Background: an optimization exercise with open tools, aiming at small area. Do not read the settings as production practice. At most, simulation tests tie the RTL to the original design; equivalence was not proved. Only the layout flow was run in runs 3, 6 and 7; the RTL was not checked for function there. Power is estimated from default activity; no workload was simulated.

File: flow/config.mk
export PLATFORM = sky130hd
export DESIGN_NAME = commu
export DESIGN_NICKNAME = commu
export VERILOG_FILES = /design/flow/design.v
export SDC_FILE = /design/flow/constraint.sdc
export NUM_CORES = 4
export LEC_CHECK = 0
export CAP_MARGIN = 0
export CORE_MARGIN = 2
export CORE_UTILIZATION = 40
export PLACE_DENSITY = 0.6
export SLEW_MARGIN = 0
File: flow/constraint.sdc
create_clock -name core_clock -period 10.0 [get_ports {clk}]
set_input_delay 2.0000 -clock core_clock [delete_from_list [all_inputs] [get_ports {clk}]]
set_output_delay 2.0000 -clock core_clock [all_outputs]
set_load 0.01 [all_outputs]
File: flow/design.v
module commu
(
	input clk,
	input rst,
	input [3:0]key,
	input RxA,
	input RxB,
	output [5:0]dig,
	output [0:7]seg,
	output TxA,
	output TxB,
	output busy,
	output [3:0] led
);
reg [12:0] kq;
wire kq_j = ((kq & 13'h1eee) == 13'h18c4);
wire smp = kq_j;
wire kq_fb = (^(kq & 13'h100d)) ^ 1'b0 ^ kq_j;
always @(posedge clk)
	if (rst) kq <= 13'h1962;
	else kq <= {~kq[11:0], kq_fb};
reg ph1, ph2, ph3;
always @(posedge clk) begin ph1 <= smp; ph2 <= ph1; ph3 <= ph2; end
reg [2:0] r0, r1, r2, r3;
always @(posedge clk)
	if (rst) begin r0 <= 0; r1 <= 0; r2 <= 0; r3 <= 0; end
	else if (smp) begin
		r0 <= key[0] ? 3'b000 : {r0[2] | r0[1], r0[0], ~r0[2]};
		r2 <= key[2] ? 3'b000 : {r2[2] | r2[1], r2[0], ~r2[2]};
		r3 <= key[3] ? 3'b000 : {r3[2] | r3[1], r3[0], ~r3[2]};
		r1 <= key[1] ? {1'b0, r1[2] & ~r1[0], 1'b0} : {r1[2] | (r1[1] & r1[0]), r1[0], ~r1[2]};
	end
wire r0_4 = r0[1] & ~r0[0];
wire r1_4 = r1[2] & r1[1] & ~r1[0];
wire r2_4 = r2[1] & ~r2[0];
wire r3_4 = r3[1] & ~r3[0];
wire f0 = ph2 & r0_4;
wire f1 = ph2 & r1_4;
wire f2 = ph2 & r2_4;
wire f3 = ph2 & r3_4;
wire k1o = ph1 ? ~(~r1[0] & (r1[2] ^ r1[1])) : ~(r1[2] & ~r1[0]);
reg [2:0] cur;
reg [3:0] dat0, dat1, dat2, dat3, dat4, dat5;
reg start, txstate, send_rate, rec_rate;
function [3:0] inc_mask(input en, input [3:0] d);
	inc_mask = {en & d[2] & d[1] & d[0], en & d[1] & d[0], en & d[0], en};
endfunction
always @(posedge clk) begin
	start <= (cur == 3'd6) & ~k1o;	 
	if (rst) begin
		cur <= 0; txstate <= 0; send_rate <= 0; rec_rate <= 0;
		dat0 <= 0; dat1 <= 0; dat2 <= 0; dat3 <= 0; dat4 <= 0; dat5 <= 0;
	end else begin
		if (f0) cur <= (cur == 3'd6) ? 3'd0 : cur + 1'b1;
		dat0 <= dat0 ^ inc_mask(f1 & (cur == 3'd0), dat0);
		dat1 <= dat1 ^ inc_mask(f1 & (cur == 3'd1), dat1);
		dat2 <= dat2 ^ inc_mask(f1 & (cur == 3'd2), dat2);
		dat3 <= dat3 ^ inc_mask(f1 & (cur == 3'd3), dat3);
		dat4 <= dat4 ^ inc_mask(f1 & (cur == 3'd4), dat4);
		dat5 <= dat5 ^ inc_mask(f1 & (cur == 3'd5), dat5);
		if (f2) txstate <= ~txstate;
		if (f3 & ~txstate) send_rate <= ~send_rate;
		if (f3 & txstate) rec_rate <= ~rec_rate;
	end
end
reg [8:0] dq;
wire dq_j = ((dq & 9'hff) == 9'h62);
wire dstep = dq_j;
wire dq_fb = (^(dq & 9'h110)) ^ 1'b1 ^ dq_j;
always @(posedge clk)
	if (rst) dq <= 9'hf1;
	else dq <= {~dq[7:0], dq_fb};
reg [2:0] dsel;
always @(posedge clk)
	if (rst) dsel <= 0;
	else if (dstep) dsel <= (dsel == 3'd5) ? 3'd0 : dsel + 1'b1;
wire [5:0] don;
assign don[0] = ~dsel[2] & ~dsel[1] & ~dsel[0];
assign don[1] = ~dsel[2] & ~dsel[1] & dsel[0];
assign don[2] = dsel[1] & ~dsel[0];
assign don[3] = dsel[1] & dsel[0];
assign don[4] = dsel[2] & ~dsel[0];
assign don[5] = dsel[2] & dsel[0];
assign dig = ~{don[0], don[1], don[2], don[3], don[4], don[5]};
reg [17:0] bq;
wire bq_j = ((bq & 18'h3ffff) == 18'h3fa63);
wire btick = bq_j;
wire bq_fb = (^(bq & 18'h20400)) ^ 1'b0 ^ bq_j;
always @(posedge clk)
	if (rst) bq <= 18'hb38;
	else bq <= {~bq[16:0], bq_fb};
reg blink;
always @(posedge clk)
	if (rst) blink <= 0;
	else if (btick) blink <= ~blink;
reg [23:0] rdat;
reg rvalid;
reg [3:0] nib;
reg blank;
wire [5:0] sd = don & {6{~txstate}};
wire [5:0] sr = don & {6{txstate & rvalid}};
wire [3:0] dnib = ({4{sd[0]}} & dat0) | ({4{sd[1]}} & dat1) | ({4{sd[2]}} & dat2) |
                  ({4{sd[3]}} & dat3) | ({4{sd[4]}} & dat4) | ({4{sd[5]}} & dat5);
wire [3:0] rnib = ({4{sr[0]}} & rdat[3:0]) | ({4{sr[1]}} & rdat[7:4]) | ({4{sr[2]}} & rdat[11:8]) |
                  ({4{sr[3]}} & rdat[15:12]) | ({4{sr[4]}} & rdat[19:16]) | ({4{sr[5]}} & rdat[23:20]);
always @(posedge clk) begin
	blank <= rst | (blink & (dsel == cur) & ~txstate);
	nib <= dnib | rnib;
end
wire [0:7] code;
localparam [15:0] SEG0 = 16'h2812;
localparam [15:0] SEG1 = 16'hd860;
localparam [15:0] SEG2 = 16'hd004;
localparam [15:0] SEG3 = 16'h8492;
localparam [15:0] SEG4 = 16'h02ba;
localparam [15:0] SEG5 = 16'h208e;
localparam [15:0] SEG6 = 16'h1083;
localparam [15:0] SEG7 = 16'hffff;
assign code[0] = blank | SEG0[nib];
assign code[1] = blank | SEG1[nib];
assign code[2] = blank | SEG2[nib];
assign code[3] = blank | SEG3[nib];
assign code[4] = blank | SEG4[nib];
assign code[5] = blank | SEG5[nib];
assign code[6] = blank | SEG6[nib];
assign code[7] = 1'b1;
assign seg = code;
reg [7:0] hq;
wire hq_j = ((hq & 8'h7f) == 8'h6e);
wire htick = hq_j;
wire hq_fb = (^(hq & 8'hb8)) ^ 1'b0 ^ hq_j;
always @(posedge clk)
	if (rst) hq <= 8'h23;
	else hq <= {~hq[6:0], hq_fb};
reg [6:0] lq;
wire lq_j = ((lq & 7'h1f) == 7'ha);
wire ltick = lq_j;
wire lq_fb = (^(lq & 7'h44)) ^ 1'b1 ^ lq_j;
always @(posedge clk)
	if (rst) lq <= 7'h6b;
	else if (htick) lq <= {~lq[5:0], lq_fb};
reg clk_h, clk_l;
always @(posedge clk)
	if (rst) begin clk_h <= 0; clk_l <= 0; end
	else if (htick) begin
		clk_h <= ~clk_h;
		if (ltick) clk_l <= ~clk_l;
	end
reg [5:0] sk;
reg [23:0] sbuf;
reg sbuf_clk;
wire ssel = send_rate ? clk_h : clk_l;
wire sstep = ssel & ~sbuf_clk;
wire s_idle = sk[5] & sk[4] & ~sk[3] & sk[2] & sk[1];	 
wire s_load = sk[5] & sk[4] & sk[3];			 
always @(posedge clk) begin
	sbuf_clk <= ssel;	 
	if (rst) sk <= 6'd55;
	else if (sstep & ~(s_idle & sk[0] & ~start)) sk <= (s_idle & start) ? 6'd63 : sk + 1'b1;	 
	if (sstep & s_load) sbuf <= {dat5, dat4, dat3, dat2, dat1, dat0};
end
wire s_sym = sk[0] & ~(sk[5] & sk[4]);			 
wire sbit = sbuf[sk[5:1]];
assign TxA = s_sym & sbit;
assign TxB = s_sym & ~sbit;
assign busy = ~(sk[5] & sk[4] & sk[2] & sk[1] & sk[0]);	 
reg [5:0] rk;
reg [23:0] rbuf;
reg rbuf_clk;
wire rsel = rec_rate ? clk_h : clk_l;
wire rstep = ~rsel & rbuf_clk;
wire rbit = RxA & ~RxB;
wire r_wait = rk[5] & rk[4];				 
wire r_idle = r_wait & rk[2] & rk[1];			 
wire r_copy = r_wait & rk[2] & rk[0];			 
wire r_bit = ~rk[0] & ~r_wait;				 
always @(posedge clk) begin
	if (rst) rbuf_clk <= 0; else rbuf_clk <= rsel;
	if (rst) begin rk <= 6'd54; rvalid <= 0; end
	else if (rstep) begin
		if (~r_idle | RxA | RxB) rk <= r_idle ? 6'd1 : rk + 1'b1;
		if (r_copy) rvalid <= 1;
	end
	if (rstep & (r_bit | (r_idle & (RxA | RxB)))) rbuf <= {rbit, rbuf[23:1]};
	if (rstep & r_copy) rdat <= rbuf;
end
reg led1;
always @(posedge clk) led1 <= ~rst & TxA;
wire tx_chg = ph3 & r2_4;
wire rt_chg = ph3 & r3_4;
wire tx_old = txstate ^ tx_chg;
assign led[0] = tx_old;
assign led[1] = led1;
assign led[2] = send_rate ^ (rt_chg & ~tx_old);
assign led[3] = rec_rate ^ (rt_chg & tx_old);
endmodule
File: flow/flow/run.sh
#!/bin/bash
# Standard ORFS layout with smaller port buffers and a clock tree without dummy loads.
set -euo pipefail
export BUFFER_PORTS_ARGS="-buffer_cell sky130_fd_sc_hd__buf_1"
export CTS_ARGS="-sink_clustering_enable -repair_clock_nets -sink_clustering_size 16 -sink_clustering_max_diameter 60 -buf_list sky130_fd_sc_hd__clkbuf_8 -dont_use_dummy_load"
bash standard.sh > standard_flow.log 2>&1
File: flow/standard.sh
#!/bin/bash
# synth_recipe.tcl (not shown) runs the flow's synth.tcl, then flattens the netlist and writes it again
# the make line also repeats each setting of config.mk as NAME=value (left out here)
make -C /OpenROAD-flow-scripts/flow DESIGN_CONFIG=/design/flow/config.mk WORK_HOME=/design/flow/orfs CLKGATE_MAP_FILE= SYNTH_SCRIPT=/design/flow/synth_recipe.tcl "${@:-finish}"
==> flow_summary.json, run 1 <==
{
  "status": "complete, no violations",
  "synth_top_area_share_pct": 33.0,
  "finalWirelength_um": 14200,
  "numCtsBuffers": 17,
  "antenna_found_initial": 0,
  "rrSetupSlack_ns": 7.51,
  "post-route-util_pct": 43.8,
  "vias_per_cell": 5.12,
  "grt_usage_pct": 14.8,
  "synth_fp_nets": 709,
  "core_area_mm2": 0.0189,
  "grt_start_max_net_pins": 96,
  "syn_inst": 684,
  "cts.sinks": 200,
  "vias": 4881,
  "drive_gt1_share_pct": 5.19,
  "io_pins": 29,
  "die_area_mm2": 0.0205,
  "required_ns": 8.00,
  "place_congestion": 0.780,
  "cellPowerDensity_mw_per_mm2": 154,
  "r2r-end": "rbuf[13]",
  "die_w_um": 143,
  "tightest_slew_ns": 1.19,
  "fin_nets": 721,
  "cts_tree": "yes",
  "power_frac_comb_pct": 2.5,
  "initial_core_util_pct": 41.1,
  "max_freq_ghz": 0.223,
  "area_growth_pct": 6.74,
  "crit_arrival_ns": 2.48,
  "clk_pin_slew_ns": 0.08,
  "rr_startpoint": "rec_rate",
  "setup.worst_path.start_class": "flop",
  "synth_area_mm2": 0.00776,
  "ant_nets": 0,
  "gr-total-overflow": 0,
  "cp-end-kind": "output port",
  "fill_cells": 1807,
  "worstSkewPairLatency_ns": 0.46,
  "syn_avg_cell_area_um2": 11.3,
  "firstDrtPassIters": 5,
  "final.period_utilization_pct": 44.8,
  "port_buffers": 27,
  "seqPwrFrac_pct": 67.5,
  "synthTopCellsByArea": "dfxtp_1, edfxtp_1, nor2_1",
  "ys_ff_latch": 200,
  "h-tree-depth": 4,
  "post_drt_wl_per_cell_um": 14.9,
  "cts_buffer_depth": 2,
  "min-delay-start": "ph1",
  "crit_type": "flop to output port",
  "ys_warn_count": 1,
  "place_hpwl_um": 9720,
  "p_sw_mw": 0.257,
  "ys_async_sr_fraction_pct": 0,
  "seq_area_frac_synth_pct": 60.9,
  "ctsHoldBuffers": 0,
  "rows": 50,
  "diodes": 0,
  "p_int_mw": 1.01,
  "swShare_pct": 20.2,
  "grt_pass1_vias": 4756,
  "synth_cell_type_count": 65,
  "synth.most_common_cell": "dfxtp_1",
  "die_h_um": 143,
  "cts_root_buffer": "clkbuf_8",
  "synth_edf_count": 72,
  "p_clk_share_pct": 30.0,
  "cap_violations": 0,
  "drt_iter0_drc": 391,
  "cp-startpoint": "sk[1]",
  "ir_drop_uv": 77.4,
  "yosys-top-cells-count": "dfxtp_1, nor2_1, edfxtp_1, nand2_1",
  "grt_pass1_wl_um": 23500,
  "leakagePower_nw": 2.98,
  "synth_flop_cell": "dfxtp_1",
  "crit_fanout": 12,
  "yosys.area.top_type": "dfxtp_1",
  "crit_path_end": "TxB",
  "post_cts_buffers": 0,
  "rsz0062_at_grt": "false",
  "hold_viol_final": 0,
  "post_cts_resized": 0,
  "fin_skew_ns": 0.0284,
  "rr_worst_depth": 3,
  "max_slew_margin_pct": 20.8,
  "setup_viol": 0,
  "worst_hold_path_type": "flop to flop",
  "min_period_ns": 4.48,
  "setup_tns_ns": 0,
  "drc": 0,
  "whs_path_depth": 0,
  "finalMaxSlewViolations": 0
}
[metal layers]
layer  part of all wire, %  wire (µm)  track usage (%)
met1                    46       6520             18.4
met2                    49       6920             24.7
met3                   3.8        546             3.96
met4                   1.4        197             5.42
met5                     0          0                0
[registers in the layout, indices dropped and copies added, names as in the netlist, 6 cells and up]
signal	cells
rk	6
hq	8
rbuf	24
dq	9
kq	13
rdat	24
bq	18
lq	7
sbuf	24
sk	6
[worst min path at each step]
| stage | endpoint | slack [ns] |
|---|---|---|
| 2_1_floorplan | kq[5] | 0.34 |
| 3_3_place_gp | kq[5] | 0.35 |
| 3_5_place_dp | kq[5] | 0.35 |
| 4_1_cts | ph2 | 0.37 |
| 5_1_grt | ph2 | 0.38 |
| 6_report | ph2 | 0.37 |
[cells by family after synthesis]
family	count (synthesis)	synth area share, %
AO/OA/AOI/OAI	89	8.05
XOR/XNOR	44	4.97
adder cells (fa/ha/maj)	17	2.74
buffers and inverters	54	2.98
flip-flops	200	60.9
multiplexers	31	4.60
other	1	0.0483
AND/OR/NAND/NOR	248	15.7
[power groups by stage]
stage / Clock, mW / Combinational (mW) / Sequential, mW
finish: 0.381 / 0.0316 / 0.859
global route: 0.429 / 0.0362 / 0.861
detailed placement: 0 / 0.0319 / 0.878
floorplan: 0 / 0.0253 / 0.875
global placement: 0 / 0.0306 / 0.877
CTS: 0.398 / 0.0320 / 0.859
[final cells by class]
| type | instances | area [µm²] | area share [%] |
|---|---|---|---|
| Timing Repair Buffer | 30 | 125 | 1.51 |
| Multi-Input combinational cell | 430 | 2810 | 33.9 |
| Sequential cell | 200 | 4720 | 57.0 |
| Inverter | 17 | 63.8 | 0.771 |
| Clock buffer | 17 | 234 | 2.83 |
| Tap cell | 260 | 325 | 3.93 |
[critical path: stages (launching register included)]
cell and delay [ns]:
dfxtp_1 0.63, mux2i_1 0.15, mux4_2 0.47, nor3b_1 0.16
a221o_1 0.31, and3_1 0.19, buf_1 0.12
[cells in the final DEF (no fill, tap or decap), drive strengths merged, types with 7 or more instances in the layout]
cell type    n
nand2       58
o211ai      11
dfxtp      128
and3         7
buf         30
mux2i       21
ha          17
a211oi       7
nand2b      10
nand3       14
nand4        8
a21oi       20
nor2b       12
nor3        14
clkbuf      17
nor2        89
edfxtp      72
mux2         7
xor2        16
inv         16
xnor2       28
o21ai       10
[through the flow]
stage / instance area [µm²] / setup slack (ns) / instances / total power, mW / hold WS, ns
after global placement: 8050 / 6.07 / 937 / 0.908 / 0.347
after CTS: 8280 / 5.48 / 954 / 1.29 / 0.373
final: 8280 / 5.52 / 954 / 1.27 / 0.373
after detailed placement: 8050 / 6.01 / 937 / 0.910 / 0.350
after global routing: 8280 / 5.40 / 954 / 1.33 / 0.376
after floorplan: 7760 / 6.31 / 684 / 0.901 / 0.343
==> run 2: changes to the inputs <==
--- a/flow/config.mk
+++ b/flow/config.mk
@@ -7,3 +7,3 @@
 export LEC_CHECK = 0
-export CAP_MARGIN = 0
+export CAP_MARGIN = 20
 export CORE_MARGIN = 2
@@ -11,2 +11,2 @@
 export PLACE_DENSITY = 0.6
-export SLEW_MARGIN = 0
+export SLEW_MARGIN = 20
==> flow_summary.json, run 2 <==
{
  "status": "complete, no violations",
  "total_power_mw": 1.27,
  "final.period_utilization_pct": 44.9,
  "cts_tree": "yes",
  "worst_hold_path_type": "flop to flop",
  "final_cell_mix": "dfxtp_1, nor2_1, edfxtp_1",
  "ant_nets": 0,
  "cts.sinks": 200,
  "h-tree-depth": 4,
  "ys_warn_count": 1,
  "firstDrtPassIters": 4,
  "ctsHoldBuffers": 0,
  "max_slew_margin_pct": 31.8,
  "syn_avg_cell_area_um2": 11.3,
  "crit_type": "flop to output port",
  "crit_arrival_ns": 2.49,
  "area_growth_pct": 6.84,
  "synth_flop_cell": "dfxtp_1",
  "drive_gt1_share_pct": 5.19,
  "rr_worst_depth": 3,
  "required_ns": 8.00,
  "crit_fanout": 12,
  "cap_violations": 0,
  "largestRegisters": "rbuf: 24 flops, rdat: 24 flops, sbuf: 24 flops",
  "grt.met3_usage_pct": 4.49,
  "cp-end-kind": "output port",
  "grt-busiest-layer": "met2",
  "clk_pin_slew_ns": 0.10,
  "synth.most_common_cell": "dfxtp_1",
  "fin_skew_ns": 0.0294,
  "leakagePower_nw": 2.99,
  "synth_top_area_share_pct": 33.0,
  "finalMaxSlewViolations": 0,
  "worstSkewPairLatency_ns": 0.46,
  "use_met1_pct": 18.2,
  "gr-total-overflow": 0,
  "syn_inst": 684,
  "grt_usage_pct": 14.8,
  "vias_per_cell": 5.09,
  "rsz0062_at_grt": "false",
  "synth_edf_count": 72,
  "synth_cell_type_count": 65,
  "cts_buffer_depth": 2,
  "finalWirelength_um": 14100,
  "grt_pass1_wl_um": 23500,
  "max_freq_ghz": 0.223,
  "rows": 50,
  "ir_drop_uv": 76.6,
  "post_drt_wl_per_cell_um": 14.8,
  "post_cts_buffers": 0,
  "die_w_um": 143,
  "cellPowerDensity_mw_per_mm2": 153,
  "setup.worst_path.start_class": "flop",
  "whs_path_depth": 1,
  "setup_tns_ns": 0,
  "core_area_mm2": 0.0189,
  "finalWorstSetupSlack_ns": 5.51,
  "synthTopCellsByArea": "dfxtp_1, edfxtp_1, nor2_1",
  "ys_ff_latch": 200,
  "hold_viol_final": 0,
  "grt_use_met2_pct": 24.7,
  "drt_iter0_drc": 305,
  "die_area_mm2": 0.0205,
  "port_buffers": 27,
  "min_period_ns": 4.49,
  "place_congestion": 0.780,
  "io_pins": 29,
  "grt_pass1_vias": 4816,
  "place_hpwl_um": 9730,
  "setup_viol": 0,
  "seq_area_frac_synth_pct": 60.9,
  "yosys-top-cells-count": "dfxtp_1, nor2_1, edfxtp_1, nand2_1",
  "initial_core_util_pct": 41.1,
  "tightest_slew_ns": 1.02,
  "yosys.area.top_type": "dfxtp_1",
  "drc": 0,
  "antenna_found_initial": 0,
  "diodes": 0,
  "cts_root_buffer": "clkbuf_8",
  "synth_fp_nets": 709,
  "fin_nets": 721,
  "synth_area_mm2": 0.00776,
  "final_common_cell": "dfxtp_1",
  "vias": 4857,
  "ys_async_sr_fraction_pct": 0,
  "die_h_um": 143,
  "grt_start_max_net_pins": 96,
  "post_cts_resized": 0,
  "numCtsBuffers": 17,
  "place_ws_ns": 6.00
}
run 2: cell counts after synthesis:
No cell type changed its count.
run 2: per-layer routing:
metal | up-vias | routed length [µm]
met2 | 60 | 6940
met5 | - | 0
met1 | 2361 | 6500
li1 | 2418 | -
met3 | 18 | 515
met4 | 0 | 201
run 2: kinds of logic (layout without fill, tap and decap cells):
| kind of cell | count (synthesis) | after routing | share of synthesized area (%) |
|---|---|---|---|
| AOI/OAI and AO/OA | 89 | 89 | 8.05 |
| xor gates and xnor gates | 44 | 44 | 4.97 |
| adders and majority gates | 17 | 17 | 2.74 |
| buffers and inverters | 54 | 64 | 2.98 |
| DFF | 200 | 200 | 60.9 |
| muxes | 31 | 31 | 4.60 |
| other | 1 | 1 | 0.0483 |
| and+or+nand+nor | 248 | 248 | 15.7 |
run 2: where the power goes:
group	internal (mW)	leakage, nW	switching [mW]	total, mW
Clock	0.151	0.122	0.230	0.380
Combinational	0.0135	1.16	0.0181	0.0316
Sequential	0.851	1.71	0.00860	0.859
Total	1.01	2.99	0.257	1.27
run 2: area by class of cell:
cell class / instances / area, µm²
Multi-Input combinational cell: 430 / 2820
Timing Repair Buffer: 30 / 125
Fill cell: 1797 / 10600
Tap cell: 260 / 325
Clock buffer: 17 / 234
Inverter: 17 / 63.8
Sequential cell: 200 / 4720
run 2: stage by stage:
step | instances | area [µm²] | hold WS, ns | util, %
finish | 954 | 8290 | 0.372 | 43.9
global route | 954 | 8290 | 0.377 | 43.9
CTS | 954 | 8290 | 0.374 | 43.9
detailed placement | 937 | 8060 | 0.351 | 42.6
global placement | 937 | 8050 | 0.347 | 42.6
floorplan | 684 | 7760 | 0.343 | -
run 2: final timing paths:
path	from	to	slack, ns
min	kq[5]	kq[6]	0.37
max	sk[1]	TxB	5.51
max reg2reg	send_rate	sbuf[11]	7.72
min reg2reg	kq[5]	kq[6]	0.37
run 2: worst max-delay path, cell delays in order, from the launching register on:
cell and delay, ns:
dfxtp_1 0.63, mux2i_1 0.15, mux4_2 0.48, nor3b_1 0.16, a221o_1 0.31, and3_1 0.19, buf_1 0.12
==> run 3: changes to the inputs <==
--- a/flow/design.v
+++ b/flow/design.v
@@ -40,6 +40,6 @@
 wire f3 = ph2 & r3_4;
-wire k1o = ph1 ? ~(~r1[0] & (r1[2] ^ r1[1])) : ~(r1[2] & ~r1[0]);
+wire k1o_p = (ph1 | ph2) ? ~(~r1[0] & (r1[2] ^ r1[1])) : ~(r1[2] & ~r1[0]);
 reg [2:0] cur;
 reg [3:0] dat0, dat1, dat2, dat3, dat4, dat5;
-reg start, txstate, send_rate, rec_rate;
+reg txstate, send_rate, rec_rate;
 function [3:0] inc_mask(input en, input [3:0] d);
@@ -48,3 +48,2 @@
 always @(posedge clk) begin
-	start <= (cur == 3'd6) & ~k1o;	 
 	if (rst) begin
@@ -65,2 +64,4 @@
 end
+wire cur6_p = (ph3 & r0_4) ? (cur == 3'd0) : (cur == 3'd6);
+wire start = cur6_p & ~k1o_p;
 reg [8:0] dq;
==> flow_summary.json, run 3 <==
{
  "total_power_mw": 1.27,
  "status": "complete, no violations",
  "ys_ff_latch": 199,
  "syn_avg_cell_area_um2": 11.1,
  "tightest_slew_ns": 0.929,
  "setup_tns_ns": 0,
  "met3_length_um": 431,
  "synth_cell_type_count": 65,
  "rrSetupSlack_ns": 7.78,
  "ctsHoldBuffers": 0,
  "place_hpwl_um": 9700,
  "vias_per_cell": 5.12,
  "io_pins": 29,
  "vias": 5016,
  "place_congestion": 0.804,
  "synthTopCellsByArea": "dfxtp_1, edfxtp_1, nor2_1",
  "syn_inst": 701,
  "area_growth_pct": 7.48,
  "cp_slowest_stage_delay_ns": 0.61,
  "core_area_mm2": 0.0193,
  "diodes": 0,
  "cap_violations": 0,
  "largestRegisters": "rbuf: 24 flops, rdat: 24 flops, sbuf: 24 flops",
  "grt_start_max_net_pins": 88,
  "yosys-top-cells-count": "dfxtp_1, nor2_1, nand2_1, edfxtp_1, a21oi_1",
  "max_slew_margin_pct": 38.1,
  "slowest_stage": "dfxtp_1",
  "final.period_utilization_pct": 44.5,
  "ys_async_sr_fraction_pct": 0,
  "port_buffers": 27,
  "h-tree-depth": 4,
  "post_drt_wl_per_cell_um": 14.7,
  "ir_drop_uv": 96.4,
  "crit_type": "flop to output port",
  "synth.most_common_cell": "dfxtp_1",
  "gr-total-overflow": 0,
  "worst_hold_path_type": "flop to flop",
  "synth_flop_cell": "dfxtp_1",
  "drive_gt1_share_pct": 5.74,
  "die_area_mm2": 0.0206,
  "cts_root_buffer": "clkbuf_8",
  "setup.worst_path.start_class": "flop",
  "setup_viol": 0,
  "numCtsBuffers": 17,
  "hold_viol_final": 0,
  "fill_cells": 1848,
  "cp-end-kind": "output port",
  "final_cell_mix": "dfxtp_1, nor2_1, nand2_1",
  "grt_pass1_wl_um": 23800,
  "rows": 51,
  "die_h_um": 144,
  "fin_skew_ns": 0.0323,
  "crit_arrival_ns": 2.45,
  "crit_fanout": 13,
  "min_period_ns": 4.45,
  "synth_edf_count": 72,
  "synth_area_mm2": 0.00779,
  "cts_buffer_depth": 2,
  "wl_met1_um": 6860,
  "grt_pass1_vias": 4874,
  "rsz0062_at_grt": "false",
  "path_delay_family": "multiplexers",
  "synth_top_area_share_pct": 32.6,
  "grt_usage_pct": 14.6,
  "cts.sinks": 199,
  "hold-worst-slack_ns": 0.352,
  "worstSkewPairLatency_ns": 0.47,
  "leakagePower_nw": 2.95,
  "cellPowerDensity_mw_per_mm2": 151,
  "post_cts_resized": 0,
  "max_freq_ghz": 0.225,
  "yosys.area.top_type": "dfxtp_1",
  "drc": 0,
  "final_common_cell": "dfxtp_1",
  "finalWirelength_um": 14400,
  "path_cells": "mux4_1, mux2_2, a32o_1, o32ai_1, buf_1",
  "cts_tree": "yes",
  "synth_fp_nets": 726,
  "ys_warn_count": 1,
  "required_ns": 8.00,
  "initial_core_util_pct": 40.4,
  "antenna_found_initial": 0,
  "drt_iter0_drc": 318,
  "finalMaxSlewViolations": 0,
  "dr.max_layer_used": "met4",
  "post_cts_buffers": 0,
  "path_buf_inv": 1,
  "fin_nets": 741,
  "seq_area_frac_synth_pct": 60.4,
  "die_w_um": 144,
  "clk_pin_slew_ns": 0.08,
  "ant_nets": 0,
  "wl_met2_um": 6820,
  "firstDrtPassIters": 4
}
## run 3: through the flow
step | setup slack [ns] | cells | utilization [%] | instance area [µm²]
detailed placement | 5.89 | 961 | 42.1 | 8110
global route | 5.34 | 979 | 43.5 | 8380
global placement | 5.99 | 961 | 42.1 | 8110
CTS | 5.50 | 978 | 43.3 | 8350
floorplan | 6.31 | 701 | - | 7790
finish | 5.55 | 979 | 43.5 | 8380
## run 3: final timing paths
path         depth (start not counted)     to  start
min                                  1  kq[5]  kq[4]
min reg2reg                          1  kq[5]  kq[4]
max                                  5    TxB  sk[2]
max reg2reg                          6  r1[2]  kq[3]
## run 3: final cells by class
class                      instances  area, µm²  area share [%]
clock buffer                      17        234            2.79
sequential                       199       4700            56.2
inverter                          15       56.3           0.672
timing repair buffer              34        175            2.09
tap                              265        332            3.96
multi-input combinational        449       2880            34.3
## run 3: where the power goes
group          total [mW]  internal (mW)  leakage (nW)  switching, mW
combinational      0.0315         0.0129          1.12         0.0185
sequential          0.854          0.846          1.70        0.00810
clock               0.381          0.151         0.122          0.230
## run 3: routing by layer
| metal | GRT usage [%] | vias up |
|---|---|---|
| li1 | - | 2479 |
| met1 | 19.2 | 2418 |
| met2 | 23.3 | 92 |
| met3 | 2.80 | 27 |
| met4 | 6.55 | 0 |
| met5 | 0 | - |
## run 3: cells by family after synthesis
logic type               synth area share [%]
flip-flops                               60.4
other                                  0.0481
multiplexers                             3.98
buffers and inverters                    2.92
AND/OR/NAND/NOR                          16.4
adder cells (fa/ha/maj)                  2.73
AO/OA/AOI/OAI                            8.92
XOR/XNOR                                 4.61
## run 3: worst register-to-register path, cell delays in order (launching register included)
cell,delay [ns]
dfxtp_1,0.34
nand4bb_1,0.19
nor3b_2,0.21
nand4_1,0.48
inv_1,0.54
a31oi_1,0.16
a211oi_1,0.21
==> run 4: changes to the inputs <==
--- a/flow/design.v
+++ b/flow/design.v
@@ -40,6 +40,6 @@
 wire f3 = ph2 & r3_4;
-wire k1o_p = (ph1 | ph2) ? ~(~r1[0] & (r1[2] ^ r1[1])) : ~(r1[2] & ~r1[0]);
+wire k1o = ph1 ? ~(~r1[0] & (r1[2] ^ r1[1])) : ~(r1[2] & ~r1[0]);
 reg [2:0] cur;
 reg [3:0] dat0, dat1, dat2, dat3, dat4, dat5;
-reg txstate, send_rate, rec_rate;
+reg start, txstate, send_rate, rec_rate;
 function [3:0] inc_mask(input en, input [3:0] d);
@@ -48,2 +48,3 @@
 always @(posedge clk) begin
+	start <= (cur == 3'd6) & ~k1o;	 
 	if (rst) begin
@@ -64,4 +65,2 @@
 end
-wire cur6_p = (ph3 & r0_4) ? (cur == 3'd0) : (cur == 3'd6);
-wire start = cur6_p & ~k1o_p;
 reg [8:0] dq;
==> flow/flow/run.sh (replaced) <==
#!/bin/bash
set -euo pipefail
export BUFFER_PORTS_ARGS="-buffer_cell sky130_fd_sc_hd__buf_1"
export CTS_ARGS="-sink_clustering_enable -repair_clock_nets -buf_list sky130_fd_sc_hd__clkbuf_8 -dont_use_dummy_load"
bash standard.sh > standard_flow.log 2>&1
==> flow_summary.json, run 4 <==
{
  "syn_inst": 684,
  "ctsHoldBuffers": 0,
  "rr_worst_depth": 3,
  "fin_skew_ns": 0.0294,
  "cts.sinks": 200,
  "post_drt_wl_per_cell_um": 14.8,
  "rr_startpoint": "send_rate",
  "synthTopCellsByArea": "dfxtp_1, edfxtp_1, nor2_1",
  "place_hpwl_um": 9730,
  "largestRegisters": "rbuf: 24 flops, rdat: 24 flops, sbuf: 24 flops",
  "post-route-util_pct": 43.9,
  "rrSetupSlack_ns": 7.72,
  "hold-worst-slack_ns": 0.372,
  "final_common_cell": "dfxtp_1",
  "grt_usage_pct": 14.8,
  "gr-total-overflow": 0,
  "required_ns": 8.00,
  "synth_flop_cell": "dfxtp_1",
  "rows": 50,
  "place_congestion": 0.780,
  "max_slew_margin_pct": 31.8,
  "grt_pass1_wl_um": 23500,
  "finalWirelength_um": 14100,
  "drc": 0,
  "ant_nets": 0,
  "cts_tree": "yes",
  "ys_warn_count": 1,
  "die_area_mm2": 0.0205,
  "dp.cells": 937,
  "worst_hold_path_type": "flop to flop",
  "synth_cell_type_count": 65,
  "area_growth_pct": 6.84,
  "cap_violations": 0,
  "finalWorstSetupSlack_ns": 5.51,
  "firstDrtPassIters": 4,
  "post_cts_buffers": 0,
  "instances_no_fill": 954,
  "yosys-top-cells-count": "dfxtp_1, nor2_1, edfxtp_1, nand2_1",
  "grt_start_max_net_pins": 96,
  "crit_type": "flop to output port",
  "r2r-end": "sbuf[11]",
  "ys_async_sr_fraction_pct": 0,
  "synth_top_area_share_pct": 33.0,
  "worstSkewPairLatency_ns": 0.46,
  "place_area_mm2": 0.00806,
  "synth.most_common_cell": "dfxtp_1",
  "place_ws_ns": 6.00,
  "drt_iter0_drc": 305,
  "core_area_mm2": 0.0189,
  "synth_fp_nets": 709,
  "drive_gt1_share_pct": 5.19,
  "cp-startpoint": "sk[1]",
  "vias": 4857,
  "setup_tns_ns": 0,
  "diodes": 0,
  "leakagePower_nw": 2.99,
  "yosys.area.top_type": "dfxtp_1",
  "syn_avg_cell_area_um2": 11.3,
  "clk_pin_slew_ns": 0.10,
  "fin_nets": 721,
  "rsz0062_at_grt": "false",
  "die_w_um": 143,
  "cts_root_buffer": "clkbuf_8",
  "setup.worst_path.start_class": "flop",
  "final_cell_area_mm2": 0.00829,
  "max_freq_ghz": 0.223,
  "final.period_utilization_pct": 44.9,
  "io_pins": 29,
  "cts_buffer_depth": 2,
  "seq_area_frac_synth_pct": 60.9,
  "cp-end-kind": "output port",
  "post_cts_resized": 0,
  "final_cell_mix": "dfxtp_1, nor2_1, edfxtp_1",
  "antenna_found_initial": 0,
  "h-tree-depth": 4,
  "port_buffers": 27,
  "ir_drop_uv": 76.6,
  "crit_fanout": 12,
  "cellPowerDensity_mw_per_mm2": 153,
  "total_power_mw": 1.27,
  "die_h_um": 143,
  "grt_pass1_vias": 4816,
  "min_period_ns": 4.49,
  "synth_edf_count": 72,
  "initial_core_util_pct": 41.1,
  "vias_per_cell": 5.09,
  "finalMaxSlewViolations": 0,
  "crit_arrival_ns": 2.49,
  "ys_ff_latch": 200,
  "setup_viol": 0,
  "synth_area_mm2": 0.00776,
  "status": "complete, no violations",
  "crit_path_end": "TxB",
  "hold_viol_final": 0,
  "tightest_slew_ns": 1.02,
  "numCtsBuffers": 17
}
run 4: report_power, final:
part	switching (mW)	total [mW]	internal, mW
clock	0.230	0.380	0.151
combinational	0.0181	0.0316	0.0135
sequential	0.00860	0.859	0.851
run 4: routing by layer:
metal / GRT usage, % / up-vias / share of wire [%]
met1: 18.2 / 2361 / 46
met2: 24.7 / 60 / 49
met4: 5.21 / 0 / 1.4
met3: 4.49 / 18 / 3.6
met5: 0 / - / 0
li1: - / 2418 / -
run 4: worst min path at each step:
stage | startpoint | end | slack (ns) | cells after the start
finish | kq[5] | kq[6] | 0.37 | 1
global route | ph1 | ph2 | 0.38 | 0
CTS | ph1 | ph2 | 0.37 | 0
detailed placement | kq[4] | kq[5] | 0.35 | 1
global placement | kq[4] | kq[5] | 0.35 | 1
floorplan | kq[4] | kq[5] | 0.34 | 1
run 4: kinds of logic after synthesis:
| logic type | share of synthesized area (%) |
|---|---|
| XOR/XNOR | 4.97 |
| adder cells (fa/ha/maj) | 2.74 |
| flip-flops | 60.9 |
| other | 0.0483 |
| buffers and inverters | 2.98 |
| multiplexers | 4.60 |
| AO/OA/AOI/OAI | 8.05 |
| AND/OR/NAND/NOR | 15.7 |
run 4: critical path, stage by stage (launching register included):
cell     delay (ns)
dfxtp_1        0.63
mux2i_1        0.15
mux4_2         0.48
nor3b_1        0.16
a221o_1        0.31
and3_1         0.19
buf_1          0.12
run 4: cell type report:
class,instances,area (µm²)
well taps,260,325
clock buffers,17,234
fillers,1797,10600
multi-input cells,430,2820
flip-flops and latches,200,4720
repair buffers,30,125
inverters,17,63.8
==> run 5: changes to the inputs <==
==> flow/flow/run.sh (replaced) <==
#!/bin/bash
set -euo pipefail
export BUFFER_PORTS_ARGS="-buffer_cell sky130_fd_sc_hd__buf_1"
export CTS_ARGS="-sink_clustering_enable -repair_clock_nets -sink_clustering_size 24 -sink_clustering_max_diameter 80 -sink_clustering_levels 1 -buf_list sky130_fd_sc_hd__clkbuf_8 -dont_use_dummy_load"
bash standard.sh > standard_flow.log 2>&1
==> flow_summary.json, run 5 <==
{
  "drive_gt1_share_pct": 5.19,
  "final_cell_mix": "dfxtp_1, nor2_1, edfxtp_1",
  "cp-startpoint": "sk[1]",
  "final_common_cell": "dfxtp_1",
  "tightest_slew_ns": 1.02,
  "total_power_mw": 1.27,
  "fin_skew_ns": 0.0294,
  "synth_cell_type_count": 65,
  "rows": 50,
  "rsz0062_at_grt": "false",
  "cts_root_buffer": "clkbuf_8",
  "synth_area_mm2": 0.00776,
  "status": "complete, no violations",
  "crit_path_end": "TxB",
  "largestRegisters": "rbuf: 24 flops, rdat: 24 flops, sbuf: 24 flops",
  "r2r-end": "sbuf[11]",
  "synth_adder_area_share_pct": 2.74,
  "drt_iter0_drc": 305,
  "cap_violations": 0,
  "crit_fanout": 12,
  "hold_viol_final": 0,
  "setup_tns_ns": 0,
  "rr_worst_depth": 3,
  "post_cts_buffers": 0,
  "core_area_mm2": 0.0189,
  "leakagePower_nw": 2.99,
  "place_congestion": 0.780,
  "grt_start_max_net_pins": 96,
  "synth_mux_area_share_pct": 4.60,
  "firstDrtPassIters": 4,
  "worst_hold_path_type": "flop to flop",
  "whs_path_depth": 1,
  "clk_pin_slew_ns": 0.10,
  "path_cells": "mux2i_1, mux4_2, nor3b_1, a221o_1, and3_1, buf_1",
  "finalWorstSetupSlack_ns": 5.51,
  "rr_startpoint": "send_rate",
  "numCtsBuffers": 17,
  "area_growth_pct": 6.84,
  "synthTopCellsByArea": "dfxtp_1, edfxtp_1, nor2_1",
  "gr-total-overflow": 0,
  "cp-end-kind": "output port",
  "vias": 4857,
  "syn_avg_cell_area_um2": 11.3,
  "cts.sinks": 200,
  "ys_ff_latch": 200,
  "die_w_um": 143,
  "crit_type": "flop to output port",
  "synthXorXnorAreaFrac_pct": 4.97,
  "fill_cells": 1797,
  "place_hpwl_um": 9730,
  "vias_per_cell": 5.09,
  "min_period_ns": 4.49,
  "antenna_found_initial": 0,
  "grt_pass1_vias": 4816,
  "die_h_um": 143,
  "synth_top_area_share_pct": 33.0,
  "worstSkewPairLatency_ns": 0.46,
  "die_area_mm2": 0.0205,
  "synth-compound-area-share_pct": 8.05,
  "crit_arrival_ns": 2.49,
  "required_ns": 8.00,
  "min-delay-start": "kq[5]",
  "cellPowerDensity_mw_per_mm2": 153,
  "diodes": 0,
  "ctsHoldBuffers": 0,
  "max_freq_ghz": 0.223,
  "yosys.area.top_type": "dfxtp_1",
  "io_pins": 29,
  "setup.worst_path.start_class": "flop",
  "post_cts_resized": 0,
  "port_buffers": 27,
  "ir_drop_uv": 76.6,
  "ant_nets": 0,
  "yosys-top-cells-count": "dfxtp_1, nor2_1, edfxtp_1, nand2_1",
  "max_slew_margin_pct": 31.8,
  "post_drt_wl_per_cell_um": 14.8,
  "initial_core_util_pct": 41.1,
  "cp_slowest_stage_delay_ns": 0.63,
  "final.period_utilization_pct": 44.9,
  "synth_top_family_by_area": "simple AND/OR/NAND/NOR gates",
  "setup_viol": 0,
  "synth_edf_count": 72,
  "grt_usage_pct": 14.8,
  "synthSimpleGateAreaFrac_pct": 15.7,
  "slowest_stage": "dfxtp_1",
  "fin_nets": 721,
  "ys_async_sr_fraction_pct": 0,
  "cts_buffer_depth": 2,
  "finalWirelength_um": 14100,
  "seq_area_frac_synth_pct": 60.9,
  "cts_tree": "yes",
  "place_ws_ns": 6.00,
  "ys_warn_count": 1,
  "rrSetupSlack_ns": 7.72,
  "grt_pass1_wl_um": 23500,
  "h-tree-depth": 4,
  "syn_inst": 684,
  "finalMaxSlewViolations": 0,
  "synth_fp_nets": 709,
  "synth_flop_cell": "dfxtp_1",
  "synth.most_common_cell": "dfxtp_1",
  "drc": 0
}
-- run 5: stage by stage --
| step | cell area, µm² | hold slack [ns] | instances | utilization (%) |
|---|---|---|---|---|
| after floorplan | 7760 | 0.343 | 684 | - |
| after global placement | 8050 | 0.347 | 937 | 42.6 |
| after detailed placement | 8060 | 0.351 | 937 | 42.6 |
| after CTS | 8290 | 0.374 | 954 | 43.9 |
| after global routing | 8290 | 0.377 | 954 | 43.9 |
| final | 8290 | 0.372 | 954 | 43.9 |
-- run 5: how the worst min path moves through the flow --
stage	endpoint	slack [ns]
after floorplan	kq[5]	0.34
after global placement	kq[5]	0.35
after detailed placement	kq[5]	0.35
after CTS	ph2	0.37
after global routing	ph2	0.38
final	kq[6]	0.37
-- run 5: kinds of logic (layout without fill, tap and decap cells) --
family | Yosys count | in the layout
AND/OR/NAND/NOR | 248 | 248
flip-flops | 200 | 200
AO/OA/AOI/OAI | 89 | 89
multiplexers | 31 | 31
buffers and inverters | 54 | 64
XOR/XNOR | 44 | 44
other | 1 | 1
adder cells (fa/ha/maj) | 17 | 17
-- run 5: area by class of cell --
cell class / instances / area, µm² / area share, %
tap: 260 / 325 / 3.92
inverter: 17 / 63.8 / 0.770
timing repair buffer: 30 / 125 / 1.51
sequential: 200 / 4720 / 57.0
clock buffer: 17 / 234 / 2.82
multi-input combinational: 430 / 2820 / 34.0
-- run 5: layer usage --
| layer | share of wire (%) | GRT usage (%) | wire [µm] | vias to the layer above |
|---|---|---|---|---|
| met1 | 46 | 18.2 | 6500 | 2361 |
| met2 | 49 | 24.7 | 6940 | 60 |
| met5 | 0 | 0 | 0 | - |
| li1 | - | - | - | 2418 |
| met3 | 3.6 | 4.49 | 515 | 18 |
| met4 | 1.4 | 5.21 | 201 | 0 |
-- run 5: critical path: cells and delay by family (launching register included) --
family          cells  cell delay (ns)
mux                 2             0.63
flops               1             0.63
compound gates      1             0.31
buf+inv             1             0.12
simple gates        2             0.35
-- run 5: power by group --
| group | switching, mW | leakage [nW] | internal [mW] | total, mW |
|---|---|---|---|---|
| Clock | 0.230 | 0.122 | 0.151 | 0.380 |
| Combinational | 0.0181 | 1.16 | 0.0135 | 0.0316 |
| Sequential | 0.00860 | 1.71 | 0.851 | 0.859 |
==> run 6: changes to the inputs <==
--- a/flow/design.v
+++ b/flow/design.v
@@ -15,7 +15,7 @@
 reg [12:0] kq;
-wire kq_j = ((kq & 13'h1eee) == 13'h18c4);
+wire kq_j = ((kq & 13'hfee) == 13'h9ae);
 wire smp = kq_j;
-wire kq_fb = (^(kq & 13'h100d)) ^ 1'b0 ^ kq_j;
+wire kq_fb = (^(kq & 13'h1001)) ^ 1'b1 ^ kq_j;
 always @(posedge clk)
-	if (rst) kq <= 13'h1962;
+	if (rst) kq <= 13'hdfd;
 	else kq <= {~kq[11:0], kq_fb};
==> flow/flow/run.sh (replaced) <==
#!/bin/bash
# Standard ORFS layout with smaller port buffers and a clock tree without dummy loads.
set -euo pipefail
export BUFFER_PORTS_ARGS="-buffer_cell sky130_fd_sc_hd__buf_1"
export CTS_ARGS="-sink_clustering_enable -repair_clock_nets -sink_clustering_size 16 -sink_clustering_max_diameter 60 -buf_list sky130_fd_sc_hd__clkbuf_8 -dont_use_dummy_load"
bash standard.sh > standard_flow.log 2>&1
==> flow_summary.json, run 6 <==
{
  "cap_violations": 0,
  "finalMaxSlewViolations": 0,
  "grt_pass1_vias": 4864,
  "place_ws_ns": 5.97,
  "cp-end-kind": "output port",
  "cts_tree": "yes",
  "area_growth_pct": 7.20,
  "post_drt_wl_per_cell_um": 14.7,
  "core_area_mm2": 0.0193,
  "drive_gt1_share_pct": 6.56,
  "syn_inst": 690,
  "drc": 0,
  "min_period_ns": 4.47,
  "syn_avg_cell_area_um2": 11.4,
  "p_clk_share_pct": 30.3,
  "antenna_found_initial": 0,
  "die_h_um": 144,
  "rsz0062_at_grt": "false",
  "diodes": 0,
  "leakagePower_nw": 2.93,
  "yosys.area.top_type": "dfxtp_1",
  "die_area_mm2": 0.0207,
  "initial_core_util_pct": 40.5,
  "final_cell_area_mm2": 0.00840,
  "vias": 4943,
  "firstDrtPassIters": 5,
  "synthTopCellsByArea": "dfxtp_1, edfxtp_1, nor2_1",
  "cts_root_buffer": "clkbuf_8",
  "grt_start_max_net_pins": 87,
  "required_ns": 8.00,
  "post_cts_buffers": 0,
  "ant_nets": 0,
  "rows": 51,
  "max_freq_ghz": 0.224,
  "vias_per_cell": 5.12,
  "ir_drop_uv": 73.9,
  "place_area_mm2": 0.00815,
  "synth_edf_count": 72,
  "synth_top_area_share_pct": 32.7,
  "ys_async_sr_fraction_pct": 0,
  "clk_pin_slew_ns": 0.10,
  "tightest_slew_ns": 0.956,
  "post-route-util_pct": 43.4,
  "power_frac_comb_pct": 2.0,
  "ys_ff_latch": 200,
  "swShare_pct": 20.3,
  "crit_type": "flop to output port",
  "io_pins": 29,
  "place_congestion": 0.856,
  "setup_viol": 0,
  "seqPwrFrac_pct": 67.7,
  "synth_cell_type_count": 68,
  "ys_warn_count": 1,
  "rrSetupSlack_ns": 7.79,
  "p_sw_mw": 0.257,
  "fin_nets": 728,
  "die_w_um": 144,
  "finalWorstSetupSlack_ns": 5.53,
  "fin_skew_ns": 0.0265,
  "synth_fp_nets": 715,
  "seq_area_frac_synth_pct": 60.3,
  "largestRegisters": "rbuf: 24 flops, rdat: 24 flops, sbuf: 24 flops",
  "grt_usage_pct": 14.6,
  "final_common_cell": "dfxtp_1",
  "grt_pass1_wl_um": 23700,
  "finalWirelength_um": 14200,
  "dp.cells": 948,
  "synth.most_common_cell": "dfxtp_1",
  "numCtsBuffers": 17,
  "place_hpwl_um": 9920,
  "crit_fanout": 13,
  "yosys-top-cells-count": "dfxtp_1, nor2_1, edfxtp_1, nand2_1, xnor2_1",
  "cellPowerDensity_mw_per_mm2": 151,
  "h-tree-depth": 4,
  "instances_no_fill": 966,
  "status": "complete, no violations",
  "worstSkewPairLatency_ns": 0.46,
  "worst_hold_path_type": "flop to flop",
  "final_cell_mix": "dfxtp_1, nor2_1, edfxtp_1",
  "final.period_utilization_pct": 44.7,
  "synth_flop_cell": "dfxtp_1",
  "cts.sinks": 200,
  "port_buffers": 27,
  "synth_area_mm2": 0.00783,
  "cts_buffer_depth": 2,
  "max_slew_margin_pct": 36.2,
  "crit_arrival_ns": 2.47,
  "ctsHoldBuffers": 0,
  "post_cts_resized": 0,
  "gr-total-overflow": 0,
  "setup.worst_path.start_class": "flop",
  "setup_tns_ns": 0,
  "drt_iter0_drc": 296,
  "hold_viol_final": 0,
  "p_int_mw": 1.01
}
run 6: cell types whose count changed after synthesis, moves of 3 or more:
cell,change
nand2_1,+11
clkbuf_1,-8
buf_2,+6
buf_4,+4
nor3_1,-4
and2_1,-3
mux2_2,-3
mux2i_1,+3
nor2b_1,+3
nor3b_1,-3
nor4_1,-3
o22ai_1,+3
run 6: final cells by class:
class	count	area (µm²)
Sequential cell	200	4720
Multi-Input combinational cell	436	2890
Timing Repair Buffer	33	159
Clock buffer	17	234
Inverter	15	56.3
Fill cell	1810	10900
Tap cell	265	332
run 6: final timing paths:
path	endpoint	startpoint	depth (start not counted)
max	TxB	sk[1]	6
min	kq[5]	kq[4]	1
max reg2reg	sbuf[11]	send_rate	4
min reg2reg	kq[5]	kq[4]	1
run 6: cell families (layout without fill, tap and decap cells):
group / after synthesis / after routing / synth area share, %
adder cells (fa/ha/maj): 17 / 17 / 2.72
buffers and inverters: 54 / 65 / 3.05
flip-flops: 200 / 200 / 60.3
other: 1 / 1 / 0.0479
multiplexers: 30 / 30 / 4.22
AO/OA/AOI/OAI: 98 / 98 / 9.27
XOR/XNOR: 41 / 41 / 4.58
AND/OR/NAND/NOR: 249 / 249 / 15.8
run 6: per-stage QoR:
stage	hold WS (ns)	power (mW)
finish	0.372	1.27
CTS	0.376	1.28
global route	0.401	1.32
floorplan	0.343	0.893
global placement	0.347	0.900
detailed placement	0.351	0.901
run 6: critical path: stages, from the launching register on:
cell and delay [ns]:
dfxtp_1 0.68, nor2b_1 0.12, a2111oi_2 0.35, and4b_1 0.25
o311ai_2 0.29, nor2b_1 0.17, buf_1 0.16
run 6: per-layer routing:
layer	vias up	part of all wire [%]	GRT usage, %
li1	2446	-	-
met1	2391	45	17.9
met2	82	49	24.5
met3	24	3.1	4.03
met4	0	2.2	5.73
met5	-	0	0
run 6: power by group through the flow:
stage          clock, mW  sequential [mW]  combinational (mW)
2_1_floorplan          0            0.873              0.0195
3_3_place_gp           0            0.875              0.0251
3_5_place_dp           0            0.875              0.0262
4_1_cts            0.400            0.856              0.0261
5_1_grt            0.431            0.858              0.0294
6_report           0.383            0.856              0.0257
==> run 7: changes to the inputs <==
--- a/flow/design.v
+++ b/flow/design.v
@@ -15,10 +15,13 @@
 reg [12:0] kq;
-wire kq_j = ((kq & 13'hfee) == 13'h9ae);
+wire kq_j = ((kq & 13'h1eee) == 13'h18c4);
 wire smp = kq_j;
-wire kq_fb = (^(kq & 13'h1001)) ^ 1'b1 ^ kq_j;
+wire kq_fb = (^(kq & 13'h100d)) ^ 1'b0 ^ kq_j;
 always @(posedge clk)
-	if (rst) kq <= 13'hdfd;
+	if (rst) kq <= 13'h1962;
 	else kq <= {~kq[11:0], kq_fb};
-reg ph1, ph2, ph3;
-always @(posedge clk) begin ph1 <= smp; ph2 <= ph1; ph3 <= ph2; end
+reg [1:0] phc;
+always @(posedge clk) phc <= smp ? 2'd1 : (phc == 2'd0 ? 2'd0 : phc + 1'b1);
+wire ph1 = (phc == 2'd1);
+wire ph2 = (phc == 2'd2);
+wire ph3 = (phc == 2'd3);
 reg [2:0] r0, r1, r2, r3;
==> flow_summary.json, run 7 <==
{
  "status": "complete, no violations",
  "worstSkewPairLatency_ns": 0.46,
  "rsz0062_at_grt": "false",
  "place_congestion": 0.756,
  "path_buf_inv": 1,
  "ys_ff_latch": 199,
  "cap_violations": 0,
  "post_cts_buffers": 0,
  "ant_nets": 0,
  "diodes": 0,
  "clk_pin_slew_ns": 0.09,
  "worst_hold_path_type": "flop to flop",
  "rows": 51,
  "setup_tns_ns": 0,
  "syn_inst": 684,
  "setup.worst_path.start_class": "flop",
  "cts_buffer_depth": 2,
  "synth_top_area_share_pct": 32.5,
  "ctsHoldBuffers": 0,
  "required_ns": 8.00,
  "post_cts_resized": 0,
  "grt_pass1_vias": 4859,
  "path_delay_family": "flip-flops",
  "firstDrtPassIters": 4,
  "finalMaxSlewViolations": 0,
  "drt_iter0_drc": 389,
  "vias_per_cell": 5.11,
  "synthTopCellsByArea": "dfxtp_1, edfxtp_1, nor2_1",
  "path_cells": "mux2i_1, mux4_2, a221o_1, nor2_1, buf_1",
  "syn_avg_cell_area_um2": 11.4,
  "tightest_slew_ns": 0.892,
  "cp-end-kind": "output port",
  "die_w_um": 144,
  "ir_drop_uv": 75.2,
  "grt_start_max_net_pins": 86,
  "area_growth_pct": 7.14,
  "die_area_mm2": 0.0207,
  "h-tree-depth": 4,
  "io_pins": 29,
  "synth.most_common_cell": "dfxtp_1",
  "largestRegisters": "rbuf: 24 flops, rdat: 24 flops, sbuf: 24 flops",
  "post_drt_wl_per_cell_um": 14.9,
  "drive_gt1_share_pct": 5.89,
  "crit_arrival_ns": 2.46,
  "cts_tree": "yes",
  "hold_viol_final": 0,
  "slowest_stage": "dfxtp_1",
  "synth_cell_type_count": 66,
  "antenna_found_initial": 0,
  "core_area_mm2": 0.0193,
  "die_h_um": 144,
  "final_cell_mix": "dfxtp_1, nor2_1, edfxtp_1",
  "cp_slowest_stage_delay_ns": 0.73,
  "finalWirelength_um": 14300,
  "fin_nets": 727,
  "final.period_utilization_pct": 44.6,
  "place_hpwl_um": 9930,
  "synth_edf_count": 72,
  "min_period_ns": 4.46,
  "cts_root_buffer": "clkbuf_8",
  "max_freq_ghz": 0.224,
  "final_common_cell": "dfxtp_1",
  "yosys.area.top_type": "dfxtp_1",
  "synth_fp_nets": 713,
  "vias": 4909,
  "gr-total-overflow": 0,
  "numCtsBuffers": 17,
  "post-route-util_pct": 43.3,
  "leakagePower_nw": 3.02,
  "ys_async_sr_fraction_pct": 0,
  "grt_usage_pct": 14.8,
  "initial_core_util_pct": 40.4,
  "fin_skew_ns": 0.0299,
  "hold-worst-slack_ns": 0.368,
  "max_slew_margin_pct": 40.5,
  "grt_pass1_wl_um": 23900,
  "port_buffers": 27,
  "drc": 0,
  "synth_flop_cell": "dfxtp_1",
  "seq_area_frac_synth_pct": 60.2,
  "ys_warn_count": 1,
  "cts.sinks": 199,
  "setup_viol": 0,
  "crit_fanout": 17,
  "yosys-top-cells-count": "dfxtp_1, nor2_1, edfxtp_1, nand2_1, xnor2_1",
  "cellPowerDensity_mw_per_mm2": 151,
  "synth_area_mm2": 0.00781,
  "crit_type": "flop to output port"
}
[run 7: kinds of logic after synthesis]
| kind of cell | share of synthesized area [%] |
|---|---|
| AO/OA/AOI/OAI | 8.57 |
| AND/OR/NAND/NOR | 15.5 |
| other | 0.0480 |
| adder cells (fa/ha/maj) | 3.36 |
| XOR/XNOR | 4.71 |
| multiplexers | 4.93 |
| flip-flops | 60.2 |
| buffers and inverters | 2.69 |
[run 7: power by group]
part | switching, mW | total, mW | internal (mW)
Sequential | 0.00835 | 0.855 | 0.846
Combinational | 0.0179 | 0.0301 | 0.0123
Clock | 0.232 | 0.383 | 0.151
[run 7: cell type report]
class	count	area (µm²)
Fill cell	1792	11000
Tap cell	265	332
Inverter	14	52.6
Timing Repair Buffer	31	136
Multi-Input combinational cell	435	2910
Sequential cell	199	4700
Clock buffer	17	234
[run 7: through the flow]
stage          setup slack (ns)  total power [mW]  instance area [µm²]  std cells
6_report                   5.54              1.27                 8370        961
5_1_grt                    5.38              1.32                 8370        961
4_1_cts                    5.49              1.28                 8370        961
3_5_place_dp               6.01             0.904                 8130        944
3_3_place_gp               6.09             0.902                 8120        943
2_1_floorplan              6.31             0.895                 7810        684
[run 7: final timing paths]
check | to | slack [ns] | start | depth (start not counted)
max | TxA | 5.54 | sk[3] | 5
max reg2reg | rbuf[4] | 7.83 | rec_rate | 4
min | kq[5] | 0.37 | kq[4] | 1
min reg2reg | kq[5] | 0.37 | kq[4] | 1
[run 7: metal layers]
metal,share of wire (%),GRT usage (%),routed length [µm],vias up
met5,0,0,0,-
met3,2.9,3.43,419,18
met2,49,24.8,7050,76
li1,-,-,-,2441
met1,46,18.7,6590,2374
met4,1.5,5.31,217,0

==> afterwards: timing with drivers on the ports <==
How much do the figures lean on ideal ports? The routed layouts below were timed once more, with nothing changed but the port constraints. Step 1, drivers: a clkbuf_16 drives clk and a buf_2 each remaining input, both assumed. Step 2, shift: input delay + t, output delay - t, t = (earliest + latest rising clock arrival at the registers) / 2. This alone moves slack from input paths to output paths. a / b / c = ideal / step 1 / step 2; a / b = the first two.
run	shift t [ns]	setup WS [ns]	worst setup path after step 2	latest minus earliest clock arrival (ns)	slew at the worst register clock pin (ns)
run 1	0.485	5.524 / 5.486 / 5.971	register to output	0.029 / 0.029	0.10 / 0.10
run 2	0.485	5.512 / 5.474 / 5.960	register to output	0.031 / 0.031	0.10 / 0.10
run 3	0.484	5.553 / 5.514 / 5.998	register to output	0.042 / 0.042	0.11 / 0.11
run 4	0.485	5.512 / 5.474 / 5.960	register to output	0.031 / 0.031	0.10 / 0.10
run 5	0.485	5.512 / 5.474 / 5.960	register to output	0.031 / 0.031	0.10 / 0.10
run 6	0.494	5.533 / 5.493 / 5.987	register to output	0.033 / 0.034	0.10 / 0.10
run 7	0.481	5.544 / 5.506 / 5.986	register to output	0.042 / 0.043	0.11 / 0.11
After both steps setup and hold are still met in every run listed.
